This design comes from an exercise in tuning for small area on the open sky130 flow, not from production work.
Function was checked by simulation only, so behaviour that the tests miss may differ from the original.
Power and IR drop assume default switching activity.

### flow/pattern.hex
8e18707
8233fff
8102ac8
8102ac8
d5e607f
8e18707
8233fff
8102ac8
8102ac8
8233fff
d5e607f
d5e607f
8e18707
8e18707
8e18707
8102ac8
8e18707
8233fff
d5e607f
8e18707
8102ac8
8233fff
8233fff
8e18707
d5e607f
8102ac8
8233fff
8102ac8
99e4386
d5e607f
8e18707
99e4386
8e18707
8e18707
d5e607f
8102ac8
8233fff
8233fff
8233fff
99e4386
8e18707
8e18707
8102ac8
99e4386
d5e607f
d5e607f
8102ac8
99e4386
8233fff
8e18707
99e4386
8102ac8
8102ac8
8233fff
8102ac8
d5e607f
8233fff
99e4386
d5e607f
8102ac8
8e18707
99e4386
8233fff
8233fff
99e4386
8102ac8
8e18707
8102ac8
8102ac8
8102ac8
8102ac8
99e4386
d5e607f
8102ac8
d5e607f
8233fff
8102ac8
99e4386
d5e607f
8233fff
d5e607f
8233fff
8233fff
99e4386
8e18707
d5e607f
d5e607f
8233fff
99e4386
8102ac8
8102ac8
8102ac8
d5e607f
8e18707
8e18707
99e4386
99e4386
8e18707
8102ac8
8233fff
99e4386
8e18707
99e4386
8102ac8
8e18707
8102ac8
8e18707
8e18707
8233fff
8233fff
8233fff
99e4386
d5e607f
d5e607f
d5e607f
8102ac8
8e18707
8233fff
8102ac8
8e18707
d5e607f
8e18707
8233fff
8102ac8
d5e607f
8102ac8
8102ac8
d5e607f
99e4386
8e18707
8e18707
d5e607f
8e18707
8e18707
8e18707
99e4386
d5e607f
8e18707
99e4386
99e4386
d5e607f
99e4386
8102ac8
8e18707
99e4386
d5e607f
d5e607f
8233fff
d5e607f
99e4386
8e18707
8102ac8
d5e607f
8233fff
8233fff
8102ac8
8233fff
d5e607f
d5e607f
99e4386
8102ac8
99e4386
8102ac8
d5e607f
8102ac8
8233fff
d5e607f
8233fff
99e4386
8233fff
99e4386
8233fff
8102ac8
8102ac8
8233fff
d5e607f
d5e607f
8233fff
8102ac8
8e18707
d5e607f
8e18707
8e18707
8233fff
8e18707
d5e607f
99e4386
d5e607f
8102ac8
d5e607f
8233fff
8102ac8
d5e607f
d5e607f
d5e607f
8233fff
8e18707
99e4386
8233fff
8e18707
0000000
0000000
0000000
0000000
0000000
0000000
0000000
0000000
0000000
0000000
0000000
0000000
0000000
0000000
0000000
0000000
0000000
0000000
0000000
0000000
0000000
0000000
0000000
0000000
0000000
0000000
0000000
0000000
0000000
0000000
0000000
0000000
0000000
0000000
0000000
0000000
0000000
0000000
0000000
0000000
0000000
0000000
0000000
0000000
0000000
0000000
0000000
0000000
0000000
0000000
0000000
0000000
0000000
0000000
0000000
0000000
### flow/flow/run.sh
#!/bin/bash
# Own layout flow: the standard synthesis, then the combinational logic
# of its netlist is mapped again by ABC for area (flip-flops, their names and
# cell types are kept as the standard synthesis made them), then the standard flow's
# standard layout from floorplan to finish on that netlist.
set -euo pipefail
W=$PWD
R=$W/orfs/results/${FLOW_PLATFORM:-sky130hd}/master/base
L=$W/orfs/logs/${FLOW_PLATFORM:-sky130hd}/master/base
YOSYS=$(command -v yosys || echo /OpenROAD-flow-scripts/tools/install/yosys/bin/yosys)

bash standard.sh synth > $W/standard_synth.log 2>&1

# the don't-use cells that ORFS gave ABC
grep -o -- '-dont_use [A-Za-z0-9_]*' $L/1_2_yosys.log | sort -u | tr '\n' ' ' > $W/dont_use.txt || true

cp $R/1_2_yosys.v $W/1_2_yosys_standard.v
REABC_IN=$W/1_2_yosys_standard.v REABC_OUT=$R/1_2_yosys.v \
REABC_LIB=$FLOW_HOME/platforms/sky130hd/lib/sky130_fd_sc_hd__tt_025C_1v80.lib \
REABC_DONTUSE=$W/dont_use.txt REABC_SCRIPT=$W/flow/area.abc \
  $YOSYS -c $W/flow/reabc.tcl > $W/reabc.log 2>&1

# lay out the new netlist
rm -f $R/1_synth.odb $R/1_synth.sdc
touch $R/1_2_yosys.v
bash standard.sh finish > $W/standard_finish.log 2>&1
### flow/flow/area.abc
strash
&get -n
&dch -f
&nf -R 1000
&put
### flow/flow/reabc.tcl
# Map the combinational logic of the standard synthesis netlist again with
# ABC, for area. Flip-flop cells are black boxes here, so they keep their
# instance names and cell types; nothing merges or removes them.
set lib $::env(REABC_LIB)
yosys read_liberty -ignore_miss_func $lib
yosys setattr -mod -set blackbox 1 sky130_fd_sc_hd__df* sky130_fd_sc_hd__edf* sky130_fd_sc_hd__sdf* sky130_fd_sc_hd__sedf* sky130_fd_sc_hd__dl*
yosys read_verilog $::env(REABC_IN)
yosys hierarchy -top master
yosys tee -o $::env(REABC_OUT).before.stat stat -liberty $lib
yosys flatten
yosys hierarchy -top master
yosys opt_clean -purge
yosys abc -script $::env(REABC_SCRIPT) -liberty $lib {*}[exec cat $::env(REABC_DONTUSE)]
yosys opt_clean -purge
# cell definitions again (black boxes), for the tie cells, buffers and check
yosys read_liberty -lib -overwrite $lib
yosys hilomap -singleton -hicell sky130_fd_sc_hd__conb_1 HI -locell sky130_fd_sc_hd__conb_1 LO
yosys insbuf -buf sky130_fd_sc_hd__buf_4 A X
yosys splitnets
yosys opt_clean -purge
yosys tee -o $::env(REABC_OUT).after.stat stat -liberty $lib
yosys check -assert
yosys write_verilog -noattr -nohex -nodec $::env(REABC_OUT)
### flow/standard.sh
#!/bin/bash
# synth_recipe.tcl (not shown) runs the flow's synth.tcl, then flattens the netlist and writes it again
# the make line also repeats each setting of config.mk as NAME=value (left out here)
make -C /OpenROAD-flow-scripts/flow DESIGN_CONFIG=/design/flow/config.mk WORK_HOME=/design/flow/orfs CLKGATE_MAP_FILE= SYNTH_SCRIPT=/design/flow/synth_recipe.tcl "${@:-finish}"
### flow/config.mk
export PLATFORM = sky130hd
export DESIGN_NAME = master
export DESIGN_NICKNAME = master
export VERILOG_FILES = /design/flow/design.v
export SDC_FILE = /design/flow/constraint.sdc
export NUM_CORES = 4
export LEC_CHECK = 0
export ABC_AREA = 1
export CAP_MARGIN = 20
export CORE_MARGIN = 2
export CORE_UTILIZATION = 70
export CTS_BUF_LIST = sky130_fd_sc_hd__clkbuf_16
export CTS_CLUSTER_DIAMETER = 80
export CTS_CLUSTER_SIZE = 30
export SLEW_MARGIN = 20
export SYNTH_MEMORY_MAX_BITS = 16384
### flow/constraint.sdc
create_clock -name core_clock -period 10.0 [get_ports {clk}]
set_input_delay 2.0000 -clock core_clock [delete_from_list [all_inputs] [get_ports {clk}]]
set_output_delay 2.0000 -clock core_clock [all_outputs]
set_load 0.01 [all_outputs]
### flow/design.v
`timescale 1ns / 1ps
module pattern_rom(
    input  [7:0] addr,
    output [2:0] code
    );
    reg [27:0] mem [0:255];
    initial $readmemh("pattern.hex", mem);
    wire [27:0] w = mem[addr];
    assign code = {w[7], w[3], w[0]};
endmodule
`timescale 1ns / 1ps
module masterCLK(
    input clk,
    input rst,
    output reg clock0, output reg clock1, output reg clock2, output reg clock3,
    output reg clock4, output reg clock5, output reg clock6,
    output scrollRise
    );
    reg clockScroll;
    reg [1:0] c3, c9;
    wire c3last = c3[1];
    wire c9last = c9[1];
    always @ (posedge clk)
        if (rst) begin
            c3 <= 2'b00;
            c9 <= 2'b00;
        end else begin
            c3 <= {c3[0], ~(c3[1] | c3[0])};
            if (c3last)
                c9 <= {c9[0], ~(c9[1] | c9[0])};
        end
    reg [10:0] c1409;
    wire c1409last = c1409[0] & ~c1409[1] & ~c1409[4] & c1409[5] & c1409[7] & ~c1409[8] & ~c1409[9] & c1409[10];
    always @ (posedge clk)
        if (rst || c1409last)
            c1409 <= 11'h18;
        else
            c1409 <= {c1409[9:0], ~(c1409[10] ^ c1409[8])};
    reg [10:0] c1201;
    wire c1201last = ~c1201[0] & c1201[1] & c1201[3] & c1201[4] & ~c1201[5] & ~c1201[6] & ~c1201[8] & ~c1201[10];
    always @ (posedge clk)
        if (rst || c1201last)
            c1201 <= 11'h0;
        else
            c1201 <= {c1201[9:0], ~(c1201[10] ^ c1201[8])};
    reg [9:0] c1001;
    wire c1001last = c1001[0] & c1001[1] & c1001[2] & c1001[4] & c1001[5] & ~c1001[6] & c1001[7] & c1001[8];
    always @ (posedge clk)
        if (rst || c1001last)
            c1001 <= 10'h1bb;
        else
            c1001 <= {c1001[8:0], ~(c1001[9] ^ c1001[6])};
    reg [8:0] c401;
    wire c401last = c401[0] & c401[1] & c401[2] & c401[4] & c401[5] & c401[6] & c401[8];
    always @ (posedge clk)
        if (rst || c401last)
            c401 <= 9'h6;
        else
            c401 <= {c401[7:0], ~(c401[8] ^ c401[4])};
    reg [6:0] c67;
    wire c67last = ~c67[1] & c67[2] & ~c67[4] & c67[5];
    always @ (posedge clk)
        if (rst || c67last)
            c67 <= 7'hc;
        else
            c67 <= {c67[5:0], ~(c67[6] ^ c67[5])};
    reg [6:0] c89;
    wire c89last = ~c89[2] & ~c89[3] & ~c89[4] & c89[5] & ~c89[6];
    always @ (posedge clk)
        if (rst || c89last)
            c89 <= 7'h0;
        else
            c89 <= {c89[5:0], ~(c89[6] ^ c89[5])};
    reg [7:0] c167;
    wire c167last = c167[2] & c167[4] & c167[5] & c167[6] & c167[7];
    always @ (posedge clk)
        if (rst || c167last)
            c167 <= 8'h49;
        else
            c167 <= {c167[6:0], ~(c167[7] ^ c167[5] ^ c167[4] ^ c167[3])};
    wire w0 = c1409last;
    wire w1 = c1201last;
    wire w2 = c1001last;
    wire w3 = c9last & c3last & c89last;
    wire w4 = c9last & c3last & c67last;
    wire w5 = c401last;
    wire w6 = c3last & c67last;
    wire ws = c3last & c167last;
    always @ (posedge clk)
        if (rst) begin
            clock0 <= 1'b0; clock1 <= 1'b0; clock2 <= 1'b0; clock3 <= 1'b0;
            clock4 <= 1'b0; clock5 <= 1'b0; clock6 <= 1'b0; clockScroll <= 1'b0;
        end else begin
            clock0 <= clock0 ^ w0;
            clock1 <= clock1 ^ w1;
            clock2 <= clock2 ^ w2;
            clock3 <= clock3 ^ w3;
            clock4 <= clock4 ^ w4;
            clock5 <= clock5 ^ w5;
            clock6 <= clock6 ^ w6;
            clockScroll <= clockScroll ^ ws;
        end
    assign scrollRise = ws & ~clockScroll;
endmodule
`timescale 1ns / 1ps
module levels(
    input clk,
    input [7:0] sw,
    input clock0, input clock1, input clock2, input clock3,
    input clock4, input clock5, input clock6,
    output reg validStart,
    output lvlRise           
    );
    reg clkOut;
    reg clkNext;
    reg valid;
    always @ (*)
        case (sw)
            8'b00000001: begin clkNext = clock0; valid = 1'b1; end
            8'b00000011: begin clkNext = clock1; valid = 1'b1; end
            8'b00000111: begin clkNext = clock2; valid = 1'b1; end
            8'b00001111: begin clkNext = clock3; valid = 1'b1; end
            8'b00011111: begin clkNext = clock4; valid = 1'b1; end
            8'b00111111: begin clkNext = clock5; valid = 1'b1; end
            8'b01111111: begin clkNext = clock6; valid = 1'b1; end
            default:     begin clkNext = clock0; valid = 1'b0; end
        endcase
    assign lvlRise = clkNext & ~clkOut;
    always @ (posedge clk) begin
        clkOut <= clkNext;
        validStart <= valid;
    end
endmodule
`timescale 1ns / 1ps
module mainMenu(
    input clk,
    input rst,
    input btnM,
    input btnR,
    input btnL,
    input validStart,
    input newGameFlag,
    input gameOver,
    output reg [1:0] state
    );
    always @ (posedge clk)
        if (rst || newGameFlag)
            state <= 2'b00;
        else
            case (state)
                2'b00: if (btnM && validStart && !gameOver) state <= 2'b01;
                       else if (btnR) state <= 2'b10;
                2'b01: ;
                2'b10: if (btnL) state <= 2'b00;
                default: state <= 2'b00;
            endcase
endmodule
`timescale 1ns / 1ps
module gameplay(
    input clk,
    input rst,
    input lvlEn,
    input fastEn,         
    input scrollEn,
    input [1:0] state,
    input [1:0] random,
    input btnR,
    input btnM,
    input btnL,
    input btnU,
    input btnD,
    input hint,
    output [3:0] an,
    output reg [6:0] out,   
    output reg newGameFlag,
    output reg gameOverOut
    );
    localparam [2:0] C_UP = 3'b111, C_DOWN = 3'b110, C_LEFT = 3'b001,
                     C_RITE = 3'b100, C_MID = 3'b011, C_ZERO = 3'b000;
    localparam [2:0] M_BLANK = 3'b000, M_LOSE = 3'b010, M_GOOD = 3'b101;
    reg [5:0] index;
    reg [7:0] sel;
    reg [7:0] snap;
    reg       snapV;
    reg gameOver;
    reg display, on, newRd, timeUp, prevHint, scoreSet, allCorrect;
    reg [5:0] loop, max, oldhs;
    reg scoreAdj;
    wire [5:0] score = gameOver ? max - 6'd2 + {5'd0, scoreAdj} : 6'd0;
    reg [8:0] timer;
    reg [2:0] quickPause;
    reg [2:0] newhsTextSel;
    always @ (posedge clk)
        if (rst)
            snapV <= 1'b0;
        else if (lvlEn) begin
            snapV <= 1'b1;
            snap <= sel;
        end
    reg [7:0] offs;
    always @ (*)
        case (random)
            2'b00: offs = 8'd0;
            2'b01: offs = 8'd50;
            2'b10: offs = 8'd100;
            2'b11: offs = 8'd150;
        endcase
    wire [2:0] romCode;
    pattern_rom rom (.addr(snap + offs), .code(romCode));
    wire [2:0] newCode = snapV ? romCode : C_ZERO;
    wire store = fastEn && !gameOver && state == 2'b01 && index < 6'd50;
    always @ (posedge clk)
        if (rst) begin
            index <= 6'd0;
            sel <= 8'd0;
        end else if (fastEn) begin
            if (gameOver)
                index <= 6'd0;
            else if (state == 2'b01 && index < 6'd50) begin
                sel <= sel + 8'd1;
                index <= index + 6'd1;
            end
        end
    reg [152:0] ring;
    reg [5:0] u;
    always @ (posedge clk) begin
        ring <= {ring[149:0], store ? newCode : ring[152:150]};
        if (store && index == 6'd0)
            u <= 6'd0;
        else
            u <= (u >= 6'd19) ? u - 6'd19 : u + 6'd32;
    end
    reg [5:0] numRight;
    wire [5:0] rdp = on ? loop : numRight;
    wire [6:0] rdiff = {1'b0, u} - {1'b0, rdp};
    wire [5:0] rj = rdiff[6] ? rdiff[5:0] + 6'd51 : rdiff[5:0];
    wire [2:0] slot8 [0:50];
    genvar gk;
    generate
        for (gk = 0; gk < 51; gk = gk + 1) begin : g_slot
            assign slot8[gk] = ring[3 * ((8 * gk) % 51) +: 3];
        end
    endgenerate
    wire [2:0] rd = slot8[rj];
    always @ (posedge clk)
        if (rst) begin
            scoreSet <= 1'b0; gameOver <= 1'b0; max <= 6'd9; scoreAdj <= 1'b0;
            timer <= 9'd3; quickPause <= 3'b111; newRd <= 1'b0; display <= 1'b1;
            on <= 1'b0; loop <= 6'd0; prevHint <= 1'b0; timeUp <= 1'b0;
        end else if (lvlEn) begin
            if (gameOver && score > 0 && !scoreSet)
                scoreSet <= 1'b1;
            else if ((gameOver && score < oldhs && newhsTextSel >= 3'b011) ||
                     (gameOver && score >= oldhs && newGameFlag)) begin
                gameOver <= 1'b0;
                max <= 6'd1;
                scoreSet <= 1'b0;
            end
            if (state == 2'b01 && index >= 6'd50 && !gameOver) begin
                if (newRd) begin
                    timer <= 9'd3;
                    quickPause <= 3'b111;
                    newRd <= 1'b0;
                end else if (display) begin
                    if (!on)
                        on <= 1'b1;
                    else begin
                        if (loop < max - 1)
                            loop <= loop + 6'd1;
                        else begin
                            loop <= 6'd0;
                            max <= max + 6'd1;
                            display <= 1'b0;
                        end
                        on <= 1'b0;
                    end
                    timer <= timer + 9'd3;
                end else begin
                    if (hint && !prevHint) begin
                        newRd <= 1'b1;
                        display <= 1'b1;
                        max <= max - 6'd1;
                        prevHint <= 1'b1;
                    end
                    if (allCorrect) begin
                        quickPause <= quickPause - 3'd1;
                        if (quickPause == 3'd0) begin
                            newRd <= 1'b1;
                            display <= 1'b1;
                        end
                    end else if (timer != 9'd0)
                        timer <= timer - 9'd1;
                    else begin
                        timeUp <= 1'b1;
                        quickPause <= quickPause - 3'd1;
                        if (quickPause == 3'd0) begin
                            newRd <= 1'b1;
                            prevHint <= 1'b0;
                            display <= 1'b1;
                            gameOver <= 1'b1;
                            scoreAdj <= hint && !prevHint;
                        end
                    end
                end
            end
        end
    reg press, correct;
    reg [2:0] msg;
    wire oneBtn = ({btnR, btnM, btnL, btnU, btnD} == 5'b10000) ||
                  ({btnR, btnM, btnL, btnU, btnD} == 5'b01000) ||
                  ({btnR, btnM, btnL, btnU, btnD} == 5'b00100) ||
                  ({btnR, btnM, btnL, btnU, btnD} == 5'b00010) ||
                  ({btnR, btnM, btnL, btnU, btnD} == 5'b00001);
    wire [2:0] btnCode = btnR ? C_RITE : btnM ? C_MID : btnL ? C_LEFT :
                         btnU ? C_UP : C_DOWN;
    wire noBtn = ~(btnR | btnM | btnL | btnU | btnD);
    always @ (posedge clk)
        if (rst) begin
            numRight <= 6'd0; press <= 1'b0; correct <= 1'b0;
            allCorrect <= 1'b0; msg <= M_BLANK;
        end else if (fastEn) begin
            if (newRd || gameOver) begin
                numRight <= 6'd0; press <= 1'b0; correct <= 1'b0;
                allCorrect <= 1'b0; msg <= M_BLANK;
            end else if (state == 2'b01 && !display) begin
                if (timeUp)
                    msg <= M_LOSE;
                else if (numRight == max - 1) begin
                    msg <= M_GOOD;
                    allCorrect <= 1'b1;
                end else if (oneBtn && rd == btnCode) begin
                    press <= 1'b1;
                    correct <= 1'b1;
                    msg <= btnCode;
                end else if (noBtn) begin
                    press <= 1'b0;
                    msg <= M_BLANK;
                end else begin
                    press <= 1'b1;
                    msg <= M_LOSE;
                end
                if (!press && correct) begin
                    numRight <= numRight + 6'd1;
                    correct <= 1'b0;
                end
            end
        end
    reg [4:0] inner;
    always @ (posedge clk)
        if (rst)
            inner <= 5'd0;
        else if (scrollEn && state == 2'b00)
            inner <= inner + 5'd1;
    reg btnDPrev, btnUPrev, btnRPrev, btnMPrev, btnLPrev;
    reg [4:0] letterSel;
    reg [1:0] trackInitial;
    reg [4:0] name0, name1, name2;    
    wire nameEdit = gameOver && score >= oldhs && newhsTextSel >= 3'b101;
    wire dEv = btnD && !btnDPrev && letterSel != 5'd25;
    wire uEv = btnU && !btnUPrev && letterSel != 5'd0;
    wire mEv = btnM && !btnMPrev;
    wire rEv = btnR && !btnRPrev && trackInitial != 2'd2;
    wire lEv = btnL && !btnLPrev && trackInitial != 2'd0;
    wire ls0 = letterSel == 5'd0;
    reg [4:0] newLetter;
    always @ (*)
        newLetter = dEv ? letterSel + 5'd1 : letterSel - 5'd1;
    always @ (posedge clk)
        if (rst) begin
            newGameFlag <= 1'b0;
            btnDPrev <= 1'b0; btnUPrev <= 1'b0; btnRPrev <= 1'b0;
            btnMPrev <= 1'b0; btnLPrev <= 1'b0;
            letterSel <= 5'd0; trackInitial <= 2'd0;
            name0 <= 5'd0; name1 <= 5'd0; name2 <= 5'd0;
        end else if (fastEn) begin
            if (nameEdit) begin
                if (trackInitial != 2'd3 && letterSel <= 5'd25) begin
                    if (dEv || uEv) begin
                        letterSel <= newLetter;
                        case (trackInitial)
                            2'd0: name0 <= newLetter;
                            2'd1: name1 <= newLetter;
                            default: name2 <= newLetter;
                        endcase
                        if (dEv) btnDPrev <= 1'b1;
                        else btnUPrev <= 1'b1;
                    end else if (ls0 && rEv) begin
                        trackInitial <= trackInitial + 2'd1;
                        letterSel <= 5'd0;
                        btnRPrev <= 1'b1;
                    end else if (ls0 && trackInitial == 2'd2 && lEv) begin
                        trackInitial <= trackInitial - 2'd1;
                        letterSel <= 5'd0;
                        btnLPrev <= 1'b1;
                    end else if (mEv) begin
                        btnMPrev <= 1'b1;
                        newGameFlag <= 1'b1;
                    end else if (lEv) begin
                        trackInitial <= trackInitial - 2'd1;
                        letterSel <= 5'd0;
                        btnLPrev <= 1'b1;
                    end else if (!ls0 && rEv) begin
                        trackInitial <= trackInitial + 2'd1;
                        letterSel <= 5'd0;
                        btnRPrev <= 1'b1;
                    end
                    if (!btnR) btnRPrev <= 1'b0;
                    if (!btnM) begin newGameFlag <= 1'b0; btnMPrev <= 1'b0; end
                    if (!btnD) btnDPrev <= 1'b0;
                    if (!btnU) btnUPrev <= 1'b0;
                    if (!btnL) btnLPrev <= 1'b0;
                end
            end else if (gameOver && score < oldhs) begin
                if (newhsTextSel == 3'b011)
                    newGameFlag <= 1'b1;
            end else if (!gameOver && !btnM) begin
                newGameFlag <= 1'b0;
                btnMPrev <= 1'b0;
                letterSel <= 5'd0;
                trackInitial <= 2'd0;
                name0 <= 5'd0; name1 <= 5'd0; name2 <= 5'd0;
            end
        end
    localparam [5:0] kA = 6'd0, kC = 6'd2, kD = 6'd3, kE = 6'd4, kF = 6'd5,
        kG = 6'd6, kH = 6'd7, kI = 6'd8, kL = 6'd11, kM = 6'd12, kN = 6'd13,
        kO = 6'd14, kP = 6'd15, kR = 6'd17, kS = 6'd18, kT = 6'd19, kU = 6'd20,
        kW = 6'd22, kY = 6'd24,
        kSP = 6'd32, k1 = 6'd33, k2 = 6'd34, k3 = 6'd35, k4 = 6'd36,
        k6 = 6'd38, k7 = 6'd39, k8 = 6'd40, k9 = 6'd41;
    localparam [447:0] GLYPHS = {
        7'b1111111,  
        7'b1111111,  
        7'b1111111,  
        7'b1111111,  
        7'b1111111,  
        7'b1111111,  
        7'b1111111,  
        7'b1111111,  
        7'b1111111,  
        7'b1111111,  
        7'b1111111,  
        7'b1111111,  
        7'b1111111,  
        7'b1111111,  
        7'b1111111,  
        7'b1111111,  
        7'b1111111,  
        7'b1111111,  
        7'b1111111,  
        7'b1111111,  
        7'b1111111,  
        7'b1111111,  
        7'b0011000,  
        7'b0000000,  
        7'b1111000,  
        7'b0000010,  
        7'b1111111,  
        7'b0011001,  
        7'b0110000,  
        7'b0100100,  
        7'b1111001,  
        7'b1111111,  
        7'b1111111,  
        7'b1111111,  
        7'b1111111,  
        7'b1111111,  
        7'b1111111,  
        7'b1111111,  
        7'b0110100,  
        7'b0010001,  
        7'b0001001,  
        7'b1010101,  
        7'b1010001,  
        7'b1000001,  
        7'b0000111,  
        7'b0010010,  
        7'b1001100,  
        7'b0011000,  
        7'b0001100,  
        7'b1000000,  
        7'b1001000,  
        7'b1101010,  
        7'b1000111,  
        7'b0001010,  
        7'b1100001,  
        7'b1001111,  
        7'b0001001,  
        7'b1000010,  
        7'b0001110,  
        7'b0000110,  
        7'b0100001,  
        7'b1000110,  
        7'b0000011,  
        7'b0100000   
    };
    function [5:0] welcome;
        input [4:0] i;
        case (i)
            5'd0:  welcome = kW;
            5'd1:  welcome = kE;
            5'd2:  welcome = kL;
            5'd3:  welcome = kC;
            5'd4:  welcome = kO;
            5'd5:  welcome = kM;
            5'd6:  welcome = kE;
            5'd8:  welcome = kT;
            5'd9:  welcome = kO;
            5'd11: welcome = kS;
            5'd12: welcome = kI;
            5'd13: welcome = kM;
            5'd14: welcome = kO;
            5'd15: welcome = kN;
            5'd17: welcome = kS;
            5'd18: welcome = kA;
            5'd19: welcome = kY;
            5'd20: welcome = kS;
            default: welcome = kSP;
        endcase
    endfunction
    function [5:0] digit;
        input [3:0] d;
        case (d)
            4'd0: digit = kO;
            4'd1: digit = k1;
            4'd2: digit = k2;
            4'd3: digit = k3;
            4'd4: digit = k4;
            4'd5: digit = kS;
            4'd6: digit = k6;
            4'd7: digit = k7;
            4'd8: digit = k8;
            4'd9: digit = k9;
            default: digit = 6'bxxxxxx;
        endcase
    endfunction
    function [5:0] wordChar;
        input isMsg;
        input [2:0] c;
        input [1:0] p;
        case ({isMsg, c})
            {1'b0, C_UP}, {1'b1, C_UP}:     wordChar = p == 2'd3 ? kU : p == 2'd2 ? kP : kSP;
            {1'b0, C_DOWN}, {1'b1, C_DOWN}: wordChar = p == 2'd3 ? kO : p == 2'd2 ? kO : p == 2'd1 ? kW : kN;
            {1'b0, C_LEFT}, {1'b1, C_LEFT}: wordChar = p == 2'd3 ? kL : p == 2'd2 ? kE : p == 2'd1 ? kF : kT;
            {1'b0, C_RITE}, {1'b1, C_RITE}: wordChar = p == 2'd3 ? kR : p == 2'd2 ? k1 : p == 2'd1 ? kT : kE;
            {1'b0, C_MID}, {1'b1, C_MID}:   wordChar = p == 2'd3 ? kM : p == 2'd2 ? k1 : p == 2'd1 ? kO : kSP;
            {1'b0, C_ZERO}:                 wordChar = k8;
            {1'b1, M_BLANK}:                wordChar = kSP;
            {1'b1, M_LOSE}:                 wordChar = p == 2'd3 ? kL : p == 2'd2 ? kO : p == 2'd1 ? kS : kE;
            {1'b1, M_GOOD}:                 wordChar = p == 2'd3 ? kG : p == 2'd2 ? kO : p == 2'd1 ? kO : kD;
            default:                        wordChar = 6'bxxxxxx;
        endcase
    endfunction
    reg [1:0] cnt;
    reg blank;                     
    reg [5:0] outChar;
    reg [6:0] hsCount;             
    reg [4:0] newhsCount;
    reg hsSet;                     
    assign an = blank ? 4'b1111 : ~(4'b0001 << (cnt - 2'd1));
    always @ (*) out = GLYPHS[7 * outChar +: 7];
    wire [5:0] num = (state == 2'b10) ? (hsSet ? oldhs : 6'd0)
                                      : (scoreSet ? score : 6'd0);
    reg [1:0] tensVal;
    reg [3:0] onesVal;
    always @ (*) begin
        if (num >= 6'd30) begin tensVal = 2'd2; onesVal = 4'd0; end
        else if (num >= 6'd20) begin tensVal = 2'd2; onesVal = num - 6'd20; end
        else if (num >= 6'd10) begin tensVal = 2'd1; onesVal = num - 6'd10; end
        else begin tensVal = 2'd0; onesVal = num[3:0]; end
    end
    function [5:0] fixedChar;
        input [2:0] s;
        input [1:0] c;
        case ({s, c})
            {3'd0, 2'd0}: fixedChar = kH; {3'd0, 2'd1}: fixedChar = kG;
            {3'd0, 2'd2}: fixedChar = kI; {3'd0, 2'd3}: fixedChar = kH;
            {3'd1, 2'd0}: fixedChar = kR; {3'd1, 2'd1}: fixedChar = kO;
            {3'd1, 2'd2}: fixedChar = kC; {3'd1, 2'd3}: fixedChar = kS;
            {3'd2, 2'd0}: fixedChar = kSP;
            {3'd4, 2'd0}: fixedChar = kSP; {3'd4, 2'd1}: fixedChar = kW;
            {3'd4, 2'd2}: fixedChar = kE; {3'd4, 2'd3}: fixedChar = kN;
            {3'd5, 2'd0}: fixedChar = kR; {3'd5, 2'd1}: fixedChar = kT;
            {3'd5, 2'd2}: fixedChar = kN; {3'd5, 2'd3}: fixedChar = kE;
            {3'd6, 2'd0}: fixedChar = kE; {3'd6, 2'd1}: fixedChar = kM;
            {3'd6, 2'd2}: fixedChar = kA; {3'd6, 2'd3}: fixedChar = kN;
            {3'd7, 2'd0}: fixedChar = kR; {3'd7, 2'd1}: fixedChar = kU;
            {3'd7, 2'd2}: fixedChar = kO; {3'd7, 2'd3}: fixedChar = kY;
            default: fixedChar = 6'bxxxxxx;
        endcase
    endfunction
    reg [2:0] scr;
    reg useScr, upd;
    reg [5:0] val;
    wire highScore = score >= oldhs;
    wire [4:0] nameSel = cnt == 2'd1 ? name2 : cnt == 2'd2 ? name1 : name0;
    wire [3:0] digSel = cnt == 2'd0 ? onesVal : cnt == 2'd1 ? {2'd0, tensVal} : 4'd0;
    always @ (*) begin
        scr = 3'd0; useScr = 1'b0; upd = 1'b0;
        val = kSP;
        if (state == 2'b00) begin
            upd = 1'b1;
            val = welcome(inner - 5'd1 - {3'd0, cnt});
        end else if (state == 2'b10) begin
            upd = 1'b1; useScr = 1'b1;
            scr = {1'b0, hsCount[6:5]};
        end else if (gameOver) begin
            useScr = 1'b1;
            if (highScore) begin
                upd = newhsTextSel != 3'd7;
                case (newhsTextSel)
                    3'd0: scr = 3'd4;
                    3'd1: scr = 3'd0;
                    3'd2: scr = 3'd1;
                    3'd3: scr = 3'd3;
                    3'd4: scr = 3'd5;
                    3'd5: scr = 3'd6;
                    default: scr = 3'd2;
                endcase
            end else begin
                upd = newhsTextSel < 3'd3;
                case (newhsTextSel)
                    3'd0: scr = 3'd7;
                    3'd1: scr = 3'd1;
                    default: scr = 3'd3;
                endcase
            end
        end else if (!on && display) begin
            upd = 1'b0;
        end else begin
            upd = 1'b1;
            val = wordChar(!on, on ? rd : msg, cnt);
        end
        if (useScr)
            val = (scr == 3'd2 && cnt != 2'd0) ? {1'b0, nameSel} :
                  (scr == 3'd3) ? digit(digSel) : fixedChar(scr, cnt);
    end
    always @ (posedge clk)
        if (rst) begin
            gameOverOut <= 1'b0; outChar <= kSP; blank <= 1'b1; cnt <= 2'd0;
            newhsTextSel <= 3'd0; newhsCount <= 5'd0; hsCount <= 7'd0;
            oldhs <= 6'd0; hsSet <= 1'b0;
        end else if (fastEn) begin
            gameOverOut <= gameOver;
            if (state == 2'b00) begin
                newhsTextSel <= 3'd0;
                newhsCount <= 5'd0;
                hsCount <= 7'd0;
            end else if (state == 2'b10)
                hsCount <= hsCount + 7'd1;
            else if (gameOver) begin
                if (highScore) begin
                    oldhs <= score;
                    hsSet <= scoreSet;
                end
                if (newhsCount != 5'b11111)
                    newhsCount <= newhsCount + 5'd1;
                else if (newhsTextSel < 3'b110) begin
                    newhsCount <= 5'd0;
                    newhsTextSel <= newhsTextSel + 3'd1;
                end
            end else if (!on && display) begin
                outChar <= kSP;
                blank <= 1'b1;
            end
            if (upd) begin
                outChar <= val;
                blank <= 1'b0;
                cnt <= cnt + 2'd1;
            end
        end
endmodule
`timescale 1ns / 1ps
module master(
    input clk,
    input rst,
    input btnM, input btnL, input btnR, input btnU, input btnD,
    input [7:0] sw,
    output [7:0] led,
    output [6:0] out,
    output [3:0] an
    );
    reg [2:0] clk_dv;
    reg       clk_en;
    reg [2:0] step_dR, step_dM, step_dL, step_dU, step_dD;
    reg [1:0] random;
    always @ (posedge clk)
        if (rst) begin
            clk_dv <= 3'd0;
            clk_en <= 1'b0;
        end else begin
            clk_dv <= clk_dv + 3'd1;
            clk_en <= (clk_dv == 3'd7);
        end
    always @ (posedge clk)
        if (rst) begin
            step_dR <= 0; step_dM <= 0; step_dL <= 0; step_dU <= 0; step_dD <= 0;
        end else if (clk_en) begin
            step_dR <= {btnR, step_dR[2:1]};
            step_dM <= {btnM, step_dM[2:1]};
            step_dL <= {btnL, step_dL[2:1]};
            step_dU <= {btnU, step_dU[2:1]};
            step_dD <= {btnD, step_dD[2:1]};
        end
    wire fastEn = (clk_dv == 3'd3);
    wire rOut = fastEn & ~step_dR[0] & step_dR[1];
    wire mOut = fastEn & ~step_dM[0] & step_dM[1];
    wire lOut = fastEn & ~step_dL[0] & step_dL[1];
    wire uOut = fastEn & ~step_dU[0] & step_dU[1];
    wire dOut = fastEn & ~step_dD[0] & step_dD[1];
    always @ (posedge clk)
        if (rst)
            random <= 2'b00;
        else if (btnR || btnL || btnM || btnU || btnD)
            random <= random + 2'd1;
    assign led = sw;
    wire clock0, clock1, clock2, clock3, clock4, clock5, clock6;
    wire scrollRise, lvlRise, validStart;
    wire [1:0] state;
    wire gameOver, newGameFlag;
    masterCLK myCLK (
        .clk(clk), .rst(rst),
        .clock0(clock0), .clock1(clock1), .clock2(clock2), .clock3(clock3),
        .clock4(clock4), .clock5(clock5), .clock6(clock6),
        .scrollRise(scrollRise)
    );
    levels theLevels (
        .clk(clk), .sw(sw),
        .clock0(clock0), .clock1(clock1), .clock2(clock2), .clock3(clock3),
        .clock4(clock4), .clock5(clock5), .clock6(clock6),
        .validStart(validStart), .lvlRise(lvlRise)
    );
    mainMenu mm (
        .clk(clk), .rst(rst),
        .btnM(mOut), .btnR(rOut), .btnL(lOut),
        .validStart(validStart),
        .newGameFlag(newGameFlag), .gameOver(gameOver),
        .state(state)
    );
    gameplay gp (
        .clk(clk), .rst(rst),
        .lvlEn(lvlRise), .fastEn(fastEn), .scrollEn(scrollRise),
        .state(state), .random(random),
        .btnR(rOut), .btnM(mOut), .btnL(lOut), .btnU(uOut), .btnD(dOut),
        .hint(sw[7]),
        .an(an), .out(out),
        .newGameFlag(newGameFlag), .gameOverOut(gameOver)
    );
endmodule
==> flow_metrics.env, run 1 <==
export IMPL_clockRootBuffer="clkbuf_16"
export IMPL_drive_above_1_share=0.01856
export IMPL_std_cell_rows=56
export IMPL_instances_no_fill=2312
export IMPL_final_cell_mix="dfxtp_1 (383), nor2_1 (241), nand2_1 (171)"
export IMPL_wl_um=43810
export IMPL_syn_inst=1930
export IMPL_postCtsSetupBuffers=0
export IMPL_hold_violations=0
export IMPL_crit_fanout=26
export IMPL_critical_path_endpoint="gp.outChar[3]"
export IMPL_fin_crit_sh=0.7231
export IMPL_setup_tns_final_ns=0
export IMPL_dieArea_um2=25150
export IMPL_rr_startpoint="gp.on"
export IMPL_h_tree_depth=1
export IMPL_design_area_um2=18000
export IMPL_dpl_cell_area_um2=17510
export IMPL_hold_path_class="flop to flop"
export IMPL_cellPowerDensity_nw_per_um2=178.3
export IMPL_finalSetupViolCount=0
export IMPL_p_leak_nw=6.468
export IMPL_r2r_setup_slack_ns=2.77
export IMPL_critPathLaunch="gp.on"
export IMPL_clockBufferDepth=3
export IMPL_grt_max_degree=93
export IMPL_post_drt_wl_per_cell_um=18.95
export IMPL_crit_arrival_ns=7.62
export IMPL_setup_ws_ns=2.769
export IMPL_io_pins=34
export IMPL_end_kind="flop"
export IMPL_antenna_found_initial=0
export IMPL_met3_usage=0.03756
export IMPL_netlist_area_um2=16730
export IMPL_finalNetCount=2004
export IMPL_worstMarginPinSlew_ns=1.110
export IMPL_clkSinkCount=391
export IMPL_die_w_um=158.6
export IMPL_syn_nets=1945
export IMPL_die_h_um=158.6
export IMPL_dp_cells=2289
export IMPL_ir_drop_mv=0.1903
export IMPL_finClkSkew_ns=0.03152
export IMPL_busiest_layer="met2"
export IMPL_period_minus_slack_ns=7.231
export IMPL_vias=15324
export IMPL_grt_first_pass_wirelength_um=70500
export IMPL_grt_usage=0.3455
export IMPL_hold_buffers=0
export IMPL_r2r_end="gp.outChar[3]"
export IMPL_r2r_cells=25
export IMPL_final_fill_count=1701
export IMPL_fmax_mhz=138.3
export IMPL_syn_to_final_growth_pct=7.599
export IMPL_dpl_hpwl_um=31050
export IMPL_finalMaxSlewViolations=0
export IMPL_avgSynthCellArea_um2=8.668
export IMPL_num_antenna_cells=0
export IMPL_cts_inserted_buffers=17
export IMPL_yosysWarnings=6
export IMPL_initial_utilization=0.7127
export IMPL_layout_commonest_cell="dfxtp_1"
export IMPL_outcome="complete, no violations"
export IMPL_drc_errors=0
export IMPL_gr_usage_met2=0.5714
export IMPL_numPortBuffers=33
export IMPL_relSlewSlack=0.2523
export IMPL_grt_overflow=0
export IMPL_via_per_inst=6.628
export IMPL_maxCapViolations=0
export IMPL_first_pass_iters=8
export IMPL_coreArea_um2=23470
export IMPL_drt_iter0_drc=1674
export IMPL_grt_use_met1=0.4616
export IMPL_drtAntennaViolNets=0
export IMPL_grt_pass1_vias=14051
export IMPL_place_ws_ns=3.011
export IMPL_cts_resized_gates=0
export IMPL_globalplace_congestion=0.9854
export IMPL_clk_pin_slew_ns=0.11
export IMPL_path_class="flop to flop"
export IMPL_cts_tree="done"
export IMPL_crit_path_start_kind="flop"
export IMPL_clk_latency_ns=0.54
export IMPL_rsz0062_at_grt="false"
export IMPL_worst_ep_required_time_ns=10.39
[layer usage]
layer,part of all wire,up-vias
met5,0,-
met4,0.042,0
met3,0.072,154
met2,0.47,721
met1,0.42,7197
li1,-,7252
[final cells by class]
type	count	area [µm²]	share of cell area
well taps	319	399.1	0.02217
multi-input cells	1517	8708	0.4838
clock inverters	6	66.31	0.003684
flip-flops and latches	391	7908	0.4393
inverters	14	52.55	0.002919
repair buffers	48	440.4	0.02447
clock buffers	17	425.4	0.02363
[flip-flops by register name, indices dropped and copies added (netlist names), 7 cells and up]
register,count
gp.ring,153
myCLK.c1001,10
gp.sel,8
myCLK.c89,7
gp.hsCount,7
gp.snap,8
gp.timer,9
myCLK.c1409,11
myCLK.c401,9
myCLK.c167,8
myCLK.c1201,11
myCLK.c67,7
[critical path, stage by stage, from the launching register on]
cell and delay, ns:
dfxtp_1 0.79, mux2i_1 0.39, xnor2_1 0.19, nand2b_1 0.14, nand3_1 0.10, nand3_1 0.10
nand3_1 0.08, o21ai_0 0.30, nand3_1 0.19, xnor2_1 0.73, nor2_1 0.08, buf_4 0.26
nor2_1 0.59, buf_4 0.35, o211ai_1 0.13, nor4_1 0.40, a21oi_1 0.24, and2_0 0.25
o21bai_1 0.21, and2_0 0.24, nor3_1 0.41, clkinv_1 0.21, o21ai_0 0.33, a41oi_1 0.08
o211ai_1 0.19, a21oi_1 0.08
[where the power goes]
group          total [W]  switching [W]  internal (W)
logic           0.000743       0.000549      0.000194
clock network   0.000824       0.000480      0.000343
registers        0.00164      0.0000425       0.00160
[stage by stage]
step	utilization	hold WS, ns	power, W
after floorplan	-	0.3231	0.002147
after global placement	0.7459	0.3334	0.002366
after detailed placement	0.7459	0.3363	0.002380
after CTS	0.7668	0.3537	0.003173
after global routing	0.7668	0.3623	0.003319
final	0.7668	0.3532	0.003210
[how the worst min path moves through the flow]
stage	cells after the start	end	startpoint	slack, ns
2_1_floorplan	0	gp.ring[108]	gp.ring[105]	0.32
3_3_place_gp	0	gp.ring[43]	gp.ring[40]	0.33
3_5_place_dp	0	gp.ring[113]	gp.ring[110]	0.34
4_1_cts	0	gp.ring[33]	gp.ring[30]	0.35
5_1_grt	0	gp.ring[54]	gp.ring[51]	0.36
6_report	0	gp.ring[33]	gp.ring[30]	0.35
==> run 2: changes to the inputs <==
--- a/flow/flow/run.sh
+++ b/flow/flow/run.sh
@@ -23,4 +23,4 @@
 # lay out the new netlist
 rm -f $R/1_synth.odb $R/1_synth.sdc
 touch $R/1_2_yosys.v
-bash standard.sh finish > $W/standard_finish.log 2>&1
+bash standard.sh finish "BUFFER_PORTS_ARGS=-buffer_cell sky130_fd_sc_hd__buf_1" > $W/standard_finish.log 2>&1
==> flow/flow/area.abc (replaced) <==
strash
&get -n
&deepsyn -J 50 -T 240
&put
&get -n
&deepsyn -J 50 -T 240
&put
&get -n
&dch -f
&nf -R 1000
&put
--- a/flow/config.mk
+++ b/flow/config.mk
@@ -9,8 +9,8 @@
 export CAP_MARGIN = 20
 export CORE_MARGIN = 2
 export CORE_UTILIZATION = 70
-export CTS_BUF_LIST = sky130_fd_sc_hd__clkbuf_16
-export CTS_CLUSTER_DIAMETER = 80
-export CTS_CLUSTER_SIZE = 30
+export CTS_BUF_LIST = sky130_fd_sc_hd__clkbuf_8
+export CTS_CLUSTER_DIAMETER = 60
+export CTS_CLUSTER_SIZE = 16
 export SLEW_MARGIN = 20
 export SYNTH_MEMORY_MAX_BITS = 16384
==> run 2 against run 1 <==
  * Critical path type unchanged
  * Fmax fell by 8.8%
  * Register-to-register slack got worse by 0.70 ns
  * Count of clock-buffer cells in the layout rose by 14
  * Critical endpoint is now gp.outChar[4]
  * Combinational power fell by 17%
  * Area after synthesis fell by 6.3%
  * Synthesized cell count fell by 9.6%
  * Sequential cell count did not move
  * Largest cell class is now sequential cells
  * Total power fell by 6.8%
  * Via count fell by 13%
==> flow_metrics.env, run 2 <==
export IMPL_netlist_area_um2=15670
export IMPL_path_class="flop to flop"
export IMPL_relSlewSlack=0.2506
export IMPL_p_total_w=0.002992
export IMPL_die_w_um=153.6
export IMPL_end_kind="flop"
export IMPL_drc_errors=0
export IMPL_numPortBuffers=33
export IMPL_period_minus_slack_ns=7.928
export IMPL_std_cell_rows=54
export IMPL_largest_reg_flops=153
export IMPL_drt_iter0_drc=1632
export IMPL_antenna_found_initial=0
export IMPL_p_int_w=0.002083
export IMPL_hold_violations=0
export IMPL_clockRootBuffer="clkbuf_8"
export IMPL_crit_arrival_ns=8.41
export IMPL_cts_tree="done"
export IMPL_grt_max_degree=79
export IMPL_pwr_share_clk=0.251
export IMPL_largest_register="gp.ring"
export IMPL_finClkSkew_ns=0.02020
export IMPL_fmax_mhz=126.1
export IMPL_critPathLaunch="gp.on"
export IMPL_cellPowerDensity_nw_per_um2=180.4
export IMPL_finalSetupViolCount=0
export IMPL_grt_pass1_vias=12531
export IMPL_clk_latency_ns=0.60
export IMPL_postCtsSetupBuffers=0
export IMPL_p_leak_nw=6.082
export IMPL_globalplace_congestion=0.9735
export IMPL_seqCellArea_um2=7908
export IMPL_cts_resized_gates=0
export IMPL_largestRegisters="gp.ring (153), myCLK.c1201 (11), myCLK.c1409 (11)"
export IMPL_ir_drop_mv=0.1462
export IMPL_vias=13288
export IMPL_crit_path_start_kind="flop"
export IMPL_syn_to_final_growth_pct=5.854
export IMPL_crit_fanout=16
export IMPL_first_pass_iters=10
export IMPL_outcome="complete, no violations"
export IMPL_final_cell_mix="dfxtp_1 (383), nor2_1 (217), nand2_1 (174)"
export IMPL_switching_share=0.3038
export IMPL_grt_usage=0.3106
export IMPL_io_pins=34
export IMPL_fin_crit_sh=0.7928
export IMPL_num_antenna_cells=0
export IMPL_p_seq_frac=0.543
export IMPL_rsz0062_at_grt="false"
export IMPL_multi_input_area_um2=7599
export IMPL_setup_tns_final_ns=0
export IMPL_dieArea_um2=23590
export IMPL_p_switching_w=0.0009090
export IMPL_clockBufferDepth=3
export IMPL_cp_common_cell="a21oi_1"
export IMPL_hold_buffers=0
export IMPL_cts_inserted_buffers=29
export IMPL_dpl_hpwl_um=27170
export IMPL_drtAntennaViolNets=0
export IMPL_initial_utilization=0.7157
export IMPL_clkSinkCount=391
export IMPL_via_per_inst=6.355
export IMPL_grt_first_pass_wirelength_um=61490
export IMPL_finalNetCount=1821
export IMPL_critPathSlowestCell="nor2_1"
export IMPL_worst_ep_required_time_ns=10.48
export IMPL_syn_nets=1760
export IMPL_r2r_end="gp.outChar[4]"
export IMPL_yosysWarnings=6
export IMPL_h_tree_depth=1
export IMPL_rr_startpoint="gp.on"
export IMPL_coreArea_um2=21890
export IMPL_drive_above_1_share=0.02264
export IMPL_finalMaxSlewViolations=0
export IMPL_die_h_um=153.6
export IMPL_clk_pin_slew_ns=0.09
export IMPL_r2r_cells=30
export IMPL_syn_inst=1745
export IMPL_critical_path_endpoint="gp.outChar[4]"
export IMPL_avgSynthCellArea_um2=8.979
export IMPL_combPwrFrac=0.206
export IMPL_maxCapViolations=0
export IMPL_wl_um=37140
export IMPL_grt_overflow=0
export IMPL_hold_path_class="flop to flop"
export IMPL_max_stage_delay_ns=0.80
export IMPL_post_drt_wl_per_cell_um=17.76
export IMPL_r2r_setup_slack_ns=2.07
export IMPL_final_fill_count=1592
export IMPL_layout_commonest_cell="dfxtp_1"
export IMPL_worstMarginPinSlew_ns=1.116
## run 2: area by class of cell
type,count,area share
Clock buffer,31,0.02573
Clock inverter,5,0.002112
Inverter,27,0.006111
Multi-Input combinational cell,1319,0.4582
Sequential cell,391,0.4768
Tap cell,280,0.02112
Timing Repair Buffer,38,0.009958
## run 2: how the worst min path moves through the flow
stage                   endpoint    startpoint  slack (ns)  cells after the start
global placement    gp.ring[110]  gp.ring[107]        0.34                      0
finish               gp.ring[30]   gp.ring[27]        0.35                      0
detailed placement   gp.ring[89]   gp.ring[86]        0.34                      0
CTS                 gp.ring[107]  gp.ring[104]        0.35                      0
floorplan           gp.ring[137]  gp.ring[134]        0.33                      0
global route         gp.ring[21]   gp.ring[18]        0.36                      0
## run 2: per-layer routing
metal  wire [µm]  up-vias  GRT usage
li1            -     6441          -
met1       16380     6149     0.4414
met2       16460      594     0.4878
met3        3182      104    0.05355
met4        1124        0    0.09699
met5           0        -          0
## run 2: critical path, delay by kind of cell, from the launching register on
family	cells	cell delay, ns
flip-flops	1	0.75
AO/OA/AOI/OAI	14	2.99
adder cells (fa/ha/maj)	2	0.81
multiplexers	2	0.55
AND/OR/NAND/NOR	12	2.73
## run 2: power groups by stage
stage               clock network, W  logic, W  registers, W
finish                      0.000751  0.000616       0.00162
global placement                   0  0.000578       0.00166
floorplan                          0  0.000441       0.00165
detailed placement                 0  0.000592       0.00166
global route                0.000810  0.000675       0.00163
CTS                         0.000759  0.000598       0.00162
## run 2: metrics by stage
stage               setup WS (ns)  hold WS [ns]  std cells  utilization  cell area (µm²)
floorplan                   3.408        0.3298       1745            -            15670
CTS                         2.253        0.3548       2091       0.7576            16580
global placement            2.604        0.3356       2055       0.7365            16120
detailed placement          2.309        0.3385       2055       0.7365            16120
global route                1.416        0.3600       2091       0.7576            16580
finish                      2.072        0.3457       2091       0.7576            16580
==> run 3: changes to the inputs <==
--- a/flow/design.v
+++ b/flow/design.v
@@ -189,7 +189,9 @@
     wire [5:0] score = gameOver ? max - 6'd2 + {5'd0, scoreAdj} : 6'd0;
     reg [8:0] timer;
     reg [2:0] quickPause;
-    reg [2:0] newhsTextSel;
+    reg [7:0] scrCount;
+    wire [2:0] newhsTextSel = scrCount[7:5];
+    wire [6:0] hsCount = scrCount[6:0];    
     always @ (posedge clk)
         if (rst)
             snapV <= 1'b0;
@@ -553,8 +555,6 @@
     reg [1:0] cnt;
     reg blank;                     
     reg [5:0] outChar;
-    reg [6:0] hsCount;             
-    reg [4:0] newhsCount;
     reg hsSet;                     
     assign an = blank ? 4'b1111 : ~(4'b0001 << (cnt - 2'd1));
     always @ (*) out = GLYPHS[7 * outChar +: 7];
@@ -637,26 +637,24 @@
     always @ (posedge clk)
         if (rst) begin
             gameOverOut <= 1'b0; outChar <= kSP; blank <= 1'b1; cnt <= 2'd0;
-            newhsTextSel <= 3'd0; newhsCount <= 5'd0; hsCount <= 7'd0;
+            scrCount <= 8'd0;
             oldhs <= 6'd0; hsSet <= 1'b0;
         end else if (fastEn) begin
             gameOverOut <= gameOver;
             if (state == 2'b00) begin
-                newhsTextSel <= 3'd0;
-                newhsCount <= 5'd0;
-                hsCount <= 7'd0;
+                scrCount <= 8'd0;
             end else if (state == 2'b10)
-                hsCount <= hsCount + 7'd1;
+                scrCount <= {1'b0, scrCount[6:0] + 7'd1};
             else if (gameOver) begin
                 if (highScore) begin
                     oldhs <= score;
                     hsSet <= scoreSet;
                 end
-                if (newhsCount != 5'b11111)
-                    newhsCount <= newhsCount + 5'd1;
-                else if (newhsTextSel < 3'b110) begin
-                    newhsCount <= 5'd0;
-                    newhsTextSel <= newhsTextSel + 3'd1;
+                if (scrCount[4:0] != 5'b11111)
+                    scrCount[4:0] <= scrCount[4:0] + 5'd1;
+                else if (scrCount[7:5] < 3'b110) begin
+                    scrCount[4:0] <= 5'd0;
+                    scrCount[7:5] <= scrCount[7:5] + 3'd1;
                 end
             end else if (!on && display) begin
                 outChar <= kSP;
--- a/flow/config.mk
+++ b/flow/config.mk
@@ -8,7 +8,7 @@
 export ABC_AREA = 1
 export CAP_MARGIN = 20
 export CORE_MARGIN = 2
-export CORE_UTILIZATION = 70
+export CORE_UTILIZATION = 85
 export CTS_BUF_LIST = sky130_fd_sc_hd__clkbuf_8
 export CTS_CLUSTER_DIAMETER = 60
 export CTS_CLUSTER_SIZE = 16
==> run 3 against run 2 <==
  * Critical path depth down 4
  * Total power up 4.9%
  * Via count up 14%
  * Fmax down 4.1%
  * Combinational power up 24%
  * Utilization up 16 points
  * Sequential cell count down 7
  * Worst hold slack better by 0.0054 ns
  * Clock skew down 0.00081 ns
  * Count of clock-buffer cells in the layout down 1
  * Wire length up 23%
  * Cell count down 1.8%
  * Largest cell class unchanged
  * Largest power group unchanged
==> flow_metrics.env, run 3 <==
export IMPL_hold_path_class="flop to flop"
export IMPL_final_fill_count=755
export IMPL_crit_path_start_kind="flop"
export IMPL_numPortBuffers=33
export IMPL_r2r_setup_slack_ns=1.73
export IMPL_design_area_um2=16430
export IMPL_p_leak_nw=5.907
export IMPL_place_ws_ns=2.458
export IMPL_finalMaxSlewViolations=0
export IMPL_drive_above_1_share=0.02412
export IMPL_globalplace_congestion=1.080
export IMPL_std_cell_rows=49
export IMPL_die_w_um=139.3
export IMPL_via_per_inst=7.346
export IMPL_yosysWarnings=6
export IMPL_critical_path_endpoint="gp.outChar[5]"
export IMPL_post_drt_wl_per_cell_um=22.22
export IMPL_finalSetupViolCount=0
export IMPL_relSlewSlack=0.2539
export IMPL_layout_commonest_cell="dfxtp_1"
export IMPL_postCtsSetupBuffers=0
export IMPL_avgSynthCellArea_um2=8.857
export IMPL_wl_um=45620
export IMPL_setup_tns_final_ns=0
export IMPL_syn_to_final_growth_pct=5.572
export IMPL_final_util=0.9146
export IMPL_end_kind="flop"
export IMPL_hold_violations=0
export IMPL_io_pins=34
export IMPL_outcome="complete, no violations"
export IMPL_drc_errors=0
export IMPL_cts_tree="done"
export IMPL_dpl_hpwl_um=29620
export IMPL_final_cell_mix="dfxtp_1 (376), nor2_1 (204), nand2_1 (185)"
export IMPL_h_tree_depth=1
export IMPL_clk_latency_ns=0.61
export IMPL_rr_startpoint="gp.on"
export IMPL_vias=15082
export IMPL_initial_utilization=0.8663
export IMPL_drtAntennaViolNets=0
export IMPL_hp_start="gp.ring[46]"
export IMPL_largestRegisters="gp.ring (153), myCLK.c1201 (11), myCLK.c1409 (11)"
export IMPL_period_minus_slack_ns=8.266
export IMPL_worst_ep_required_time_ns=10.48
export IMPL_fin_crit_sh=0.8266
export IMPL_r2r_cells=26
export IMPL_ir_drop_mv=0.2196
export IMPL_dieArea_um2=19410
export IMPL_syn_nets=1772
export IMPL_coreArea_um2=17960
export IMPL_die_h_um=139.3
export IMPL_path_class="flop to flop"
export IMPL_finClkSkew_ns=0.01939
export IMPL_clockRootBuffer="clkbuf_8"
export IMPL_grt_max_degree=58
export IMPL_grt_overflow=0
export IMPL_syn_inst=1757
export IMPL_first_pass_iters=12
export IMPL_largest_register="gp.ring"
export IMPL_largest_reg_flops=153
export IMPL_fmax_mhz=121.0
export IMPL_clockBufferDepth=3
export IMPL_crit_arrival_ns=8.75
export IMPL_hold_buffers=0
export IMPL_worstMarginPinSlew_ns=1.114
export IMPL_setup_ws_ns=1.734
export IMPL_antenna_found_initial=0
export IMPL_netlist_area_um2=15560
export IMPL_critPathLaunch="gp.on"
export IMPL_dp_cells=2019
export IMPL_dpl_cell_area_um2=15980
export IMPL_cellPowerDensity_nw_per_um2=191.0
export IMPL_cts_resized_gates=0
export IMPL_instances_no_fill=2053
export IMPL_drt_iter0_drc=2672
export IMPL_clk_pin_slew_ns=0.10
export IMPL_cts_inserted_buffers=28
export IMPL_r2r_end="gp.outChar[5]"
export IMPL_finalNetCount=1835
export IMPL_rsz0062_at_grt="false"
export IMPL_grt_first_pass_wirelength_um=73060
export IMPL_grt_usage=0.4575
export IMPL_num_antenna_cells=0
export IMPL_maxCapViolations=0
export IMPL_grt_pass1_vias=14353
export IMPL_crit_fanout=17
export IMPL_clkSinkCount=384
-- run 3: cell count changes in the layout (fill, tap and decap cells not counted), sizes merged, moves of 11 or more --
cell    delta
and3      -18
nand2b    -11
a22oi     +35
nand2     +11
a21oi     -26
nor2b     -14
o21ai     +24
nor3      +18
nor2      -13
-- run 3: final cells by class --
cell class                 count  area, µm²  share of cell area
clock buffer                  30      412.9             0.02513
clock inverter                 4      25.02            0.001523
inverter                      39      146.4            0.008910
multi-input combinational   1326       7604              0.4628
sequential                   384       7767              0.4728
tap                          229      286.5             0.01744
timing repair buffer          41      187.7             0.01142
-- run 3: stage by stage --
step | hold slack, ns | total power (W)
after floorplan | 0.3259 | 0.002122
final | 0.3512 | 0.003138
after CTS | 0.3567 | 0.003056
after detailed placement | 0.3374 | 0.002319
after global routing | 0.3624 | 0.003213
after global placement | 0.3353 | 0.002252
-- run 3: how the worst min path moves through the flow --
stage | to | cells past startpoint
3_3_place_gp | gp.ring[111] | 0
2_1_floorplan | gp.ring[5] | 0
5_1_grt | gp.ring[49] | 0
6_report | gp.ring[49] | 0
4_1_cts | gp.ring[108] | 0
3_5_place_dp | gp.ring[11] | 0
-- run 3: where the power goes --
group | internal (W) | switching [W]
registers | 0.00157 | 0.0000419
logic | 0.000267 | 0.000498
clock network | 0.000272 | 0.000491
total | 0.00211 | 0.00103
-- run 3: worst max-delay path: stages, from the launching register on --
cell and delay [ns]:
dfxtp_1 0.81, nand2_1 0.15, a21oi_1 0.29, a21oi_1 0.16, maj3_1 0.40, maj3_1 0.40, maj3_1 0.40, maj3_1 0.49
nor2_1 0.25, xnor2_1 0.21, nor3_1 0.71, buf_4 0.32, a211oi_1 0.11, o21a_1 0.16, a221oi_1 0.40, o211ai_1 0.42
a21oi_1 0.48, nor2b_1 0.37, nand2_1 0.11, nand2_1 0.09, or2_0 0.28, nand2_1 0.12, nor4_1 0.36, o21bai_1 0.14
a311o_1 0.30, a21oi_1 0.13, a21oi_1 0.05
-- run 3: routing by layer --
metal	routed length (µm)	GRT usage
met5	0	0
met2	21320	0.7534
met1	16120	0.5642
met4	2998	0.2403
met3	5189	0.1043
==> run 4: changes to the inputs <==
==> flow/flow/run.sh (replaced) <==
#!/bin/bash
# Own layout flow: the standard synthesis, then the combinational logic
# of its netlist is mapped again by ABC for area (flip-flops, their names and
# cell types are kept as the standard synthesis made them), then the standard flow's
# standard layout from floorplan to finish on that netlist, with the
# smallest buffer cell for the port buffers.
set -euo pipefail
W=$PWD
R=$W/orfs/results/${FLOW_PLATFORM:-sky130hd}/master/base
L=$W/orfs/logs/${FLOW_PLATFORM:-sky130hd}/master/base
YOSYS=$(command -v yosys || echo /OpenROAD-flow-scripts/tools/install/yosys/bin/yosys)
LIB=$FLOW_HOME/platforms/sky130hd/lib/sky130_fd_sc_hd__tt_025C_1v80.lib

bash standard.sh synth > $W/standard_synth.log 2>&1

# the don't-use cells that ORFS gave ABC
grep -o -- '-dont_use [A-Za-z0-9_]*' $L/1_2_yosys.log | sort -u | tr '\n' ' ' > $W/dont_use.txt || true
cp $R/1_2_yosys.v $W/1_2_yosys_standard.v

# three ABC runs with different random seeds, in parallel; keep the smallest
for s in 0 1 2; do
  REABC_IN=$W/1_2_yosys_standard.v REABC_OUT=$W/reabc$s.v REABC_LIB=$LIB \
  REABC_DONTUSE=$W/dont_use.txt REABC_SCRIPT=$W/flow/area$s.abc \
    $YOSYS -c $W/flow/reabc.tcl > $W/reabc$s.log 2>&1 &
done
wait
best=""; bestarea=""
for s in 0 1 2; do
  a=$(grep "Chip area for module" $W/reabc$s.v.after.stat | head -1 | awk '{print $NF}')
  echo "seed $s: $a" >> $W/reabc_choice.txt
  if [[ -z "$best" ]] || awk -v a="$a" -v b="$bestarea" 'BEGIN{exit !(a < b)}'; then
    best=$s; bestarea=$a
  fi
done
echo "chosen: seed $best ($bestarea)" >> $W/reabc_choice.txt
cp $W/reabc$best.v $R/1_2_yosys.v

# lay out the new netlist
rm -f $R/1_synth.odb $R/1_synth.sdc
touch $R/1_2_yosys.v
bash standard.sh finish "BUFFER_PORTS_ARGS=-buffer_cell sky130_fd_sc_hd__buf_1" > $W/standard_finish.log 2>&1
==> flow/flow/area0.abc (new file) <==
strash
&get -n
&deepsyn -S 0 -J 200 -T 900
&put
&get -n
&deepsyn -S 0 -J 200 -T 900
&put
&get -n
&dch -f
&nf -R 1000
&put
==> flow/flow/area1.abc (new file) <==
strash
&get -n
&deepsyn -S 1 -J 200 -T 900
&put
&get -n
&deepsyn -S 1 -J 200 -T 900
&put
&get -n
&dch -f
&nf -R 1000
&put
==> flow/flow/area2.abc (new file) <==
strash
&get -n
&deepsyn -S 2 -J 200 -T 900
&put
&get -n
&deepsyn -S 2 -J 200 -T 900
&put
&get -n
&dch -f
&nf -R 1000
&put
--- a/flow/config.mk
+++ b/flow/config.mk
@@ -8,7 +8,7 @@
 export ABC_AREA = 1
 export CAP_MARGIN = 20
 export CORE_MARGIN = 2
-export CORE_UTILIZATION = 85
+export CORE_UTILIZATION = 70
 export CTS_BUF_LIST = sky130_fd_sc_hd__clkbuf_8
 export CTS_CLUSTER_DIAMETER = 60
 export CTS_CLUSTER_SIZE = 16
removed: flow/flow/area.abc
==> run 4 against run 3 <==
  * Sequential cell count did not move
  * First-iteration DRC count fell by 44%
  * Wire length fell by 21%
  * Critical path type unchanged
  * Highest routed layer unchanged
==> flow_metrics.env, run 4 <==
export IMPL_outcome="complete, no violations"
export IMPL_worstMarginPinSlew_ns=1.080
export IMPL_p_leak_nw=5.925
export IMPL_clk_latency_ns=0.61
export IMPL_globalplace_congestion=0.9597
export IMPL_grt_usage=0.3038
export IMPL_worst_path_buf_inv=2
export IMPL_ir_drop_mv=0.1475
export IMPL_coreArea_um2=21620
export IMPL_path_class="flop to flop"
export IMPL_rsz0062_at_grt="false"
export IMPL_fmax_mhz=121.7
export IMPL_maxCapViolations=0
export IMPL_cts_resized_gates=0
export IMPL_crit_fanout=17
export IMPL_cp_top_family="compound AO/OA/AOI/OAI gates"
export IMPL_cellPowerDensity_nw_per_um2=180.1
export IMPL_p_switching_w=0.0008829
export IMPL_io_pins=34
export IMPL_finalNetCount=1774
export IMPL_finalMaxSlewViolations=0
export IMPL_dpl_hpwl_um=25530
export IMPL_fin_crit_sh=0.8215
export IMPL_clkSinkCount=384
export IMPL_seqCellArea_um2=7767
export IMPL_finalSetupViolCount=0
export IMPL_hold_violations=0
export IMPL_postCtsSetupBuffers=0
export IMPL_p_seq_frac=0.546
export IMPL_end_kind="flop"
export IMPL_crit_arrival_ns=8.72
export IMPL_grt_first_pass_wirelength_um=56890
export IMPL_h_tree_depth=1
export IMPL_grt_max_degree=76
export IMPL_drtAntennaViolNets=0
export IMPL_netlist_area_um2=15260
export IMPL_yosysWarnings=6
export IMPL_drc_errors=0
export IMPL_wl_um=35900
export IMPL_die_h_um=151.7
export IMPL_max_stage_delay_ns=0.86
export IMPL_clockBufferDepth=3
export IMPL_dieArea_um2=23000
export IMPL_num_antenna_cells=0
export IMPL_drive_above_1_share=0.02770
export IMPL_cp_common_cell="o21ai_0"
export IMPL_final_util=0.7526
export IMPL_drt_iter0_drc=1500
export IMPL_post_drt_wl_per_cell_um=17.52
export IMPL_largest_reg_flops=153
export IMPL_clockRootBuffer="clkbuf_8"
export IMPL_avgSynthCellArea_um2=8.995
export IMPL_grt_pass1_vias=11524
export IMPL_clk_pin_slew_ns=0.10
export IMPL_first_pass_iters=6
export IMPL_hold_path_class="flop to flop"
export IMPL_largestRegisters="gp.ring (153), myCLK.c1201 (11), myCLK.c1409 (11)"
export IMPL_largest_register="gp.ring"
export IMPL_layout_commonest_cell="dfxtp_1"
export IMPL_switching_share=0.3013
export IMPL_multi_input_area_um2=7321
export IMPL_via_per_inst=6.353
export IMPL_hold_buffers=0
export IMPL_finClkSkew_ns=0.02335
export IMPL_initial_utilization=0.7060
export IMPL_combPwrFrac=0.177
export IMPL_cts_inserted_buffers=30
export IMPL_final_fill_count=1620
export IMPL_std_cell_rows=54
export IMPL_crit_path_start_kind="flop"
export IMPL_relSlewSlack=0.2772
export IMPL_grt_overflow=0
export IMPL_vias=13017
export IMPL_die_w_um=151.7
export IMPL_setup_tns_final_ns=0
export IMPL_critPathSlowestCell="nor2_1"
export IMPL_syn_to_final_growth_pct=6.599
export IMPL_p_int_w=0.002048
export IMPL_syn_nets=1712
export IMPL_syn_inst=1697
export IMPL_antenna_found_initial=0
export IMPL_final_cell_mix="dfxtp_1 (376), nor2_1 (191), nand2_1 (178)"
export IMPL_cts_tree="done"
export IMPL_numPortBuffers=33
export IMPL_period_minus_slack_ns=8.215
export IMPL_pwr_share_clk=0.278
export IMPL_worst_ep_required_time_ns=10.50
-- run 4: per-stage QoR --
step           setup slack [ns]  cells  total power (W)  cell area, µm²  hold slack [ns]
2_1_floorplan             3.546   1697         0.001983           15260           0.3298
3_3_place_gp              2.543   2007         0.002114           15730           0.3338
3_5_place_dp              2.146   2007         0.002127           15730           0.3380
4_1_cts                   2.081   2049         0.002925           16270           0.3511
5_1_grt                   1.294   2049         0.003044           16270           0.3492
6_report                  1.785   2049         0.002931           16270           0.3429
-- run 4: power by group through the flow --
stage	combinational [W]	clock, W	sequential [W]
final	0.000518	0.000814	0.00160
after global placement	0.000481	0	0.00163
after global routing	0.000555	0.000882	0.00161
after detailed placement	0.000492	0	0.00163
after CTS	0.000496	0.000830	0.00160
after floorplan	0.000358	0	0.00163
-- run 4: worst paths after layout --
check,from,cells past startpoint,slack (ns),end
setup / recovery,gp.on,32,1.78,gp.outChar[0]
hold / removal,gp.ring[54],0,0.34,gp.ring[57]
setup reg to reg,gp.on,32,1.78,gp.outChar[0]
hold reg to reg,gp.ring[54],0,0.34,gp.ring[57]
-- run 4: cell type report --
type                    count  share of cell area
flip-flops and latches    384              0.4774
multi-input cells        1271              0.4499
clock buffers              33             0.02791
well taps                 280             0.02153
repair buffers             38             0.01015
inverters                  34            0.007843
clock inverters             9            0.005306
-- run 4: metal layers --
| layer | wire length, µm | share of wire | global-route usage |
|---|---|---|---|
| met5 | 0 | 0 | 0 |
| met4 | 956 | 0.027 | 0.09861 |
| met3 | 3017 | 0.084 | 0.05090 |
| met2 | 15860 | 0.44 | 0.4696 |
| met1 | 16060 | 0.45 | 0.4356 |

static timing again, ports no longer ideal:
Ports are ideal in the flow. The routed layouts listed here were re-timed in OpenROAD.
Step 1 assumes that a clkbuf_16 drives the clock port and a buf_2 every other input.
Step 2 moves the port delays by t, midway between the first and last clock arrival at a register: inputs arrive t later, outputs are due t later. That takes back most of the time a late clock gives input paths.
Slacks: ideal / step 1 / step 2; pairs: ideal / step 1.
run | shift t [ns] | setup slack, ns | worst register clock-pin slew, ns | worst slew at a driven data input, ns
run 1 | 0.577 | 2.769 / 2.769 / 2.769 | 0.12 / 0.12 | 0.04
run 2 | 0.633 | 2.072 / 2.072 / 2.072 | 0.10 / 0.10 | 0.05
run 3 | 0.651 | 1.734 / 1.734 / 1.734 | 0.11 / 0.11 | 0.05
run 4 | 0.641 | 1.785 / 1.785 / 1.785 | 0.10 / 0.10 | 0.04
After both steps setup and hold are still met in every run listed.
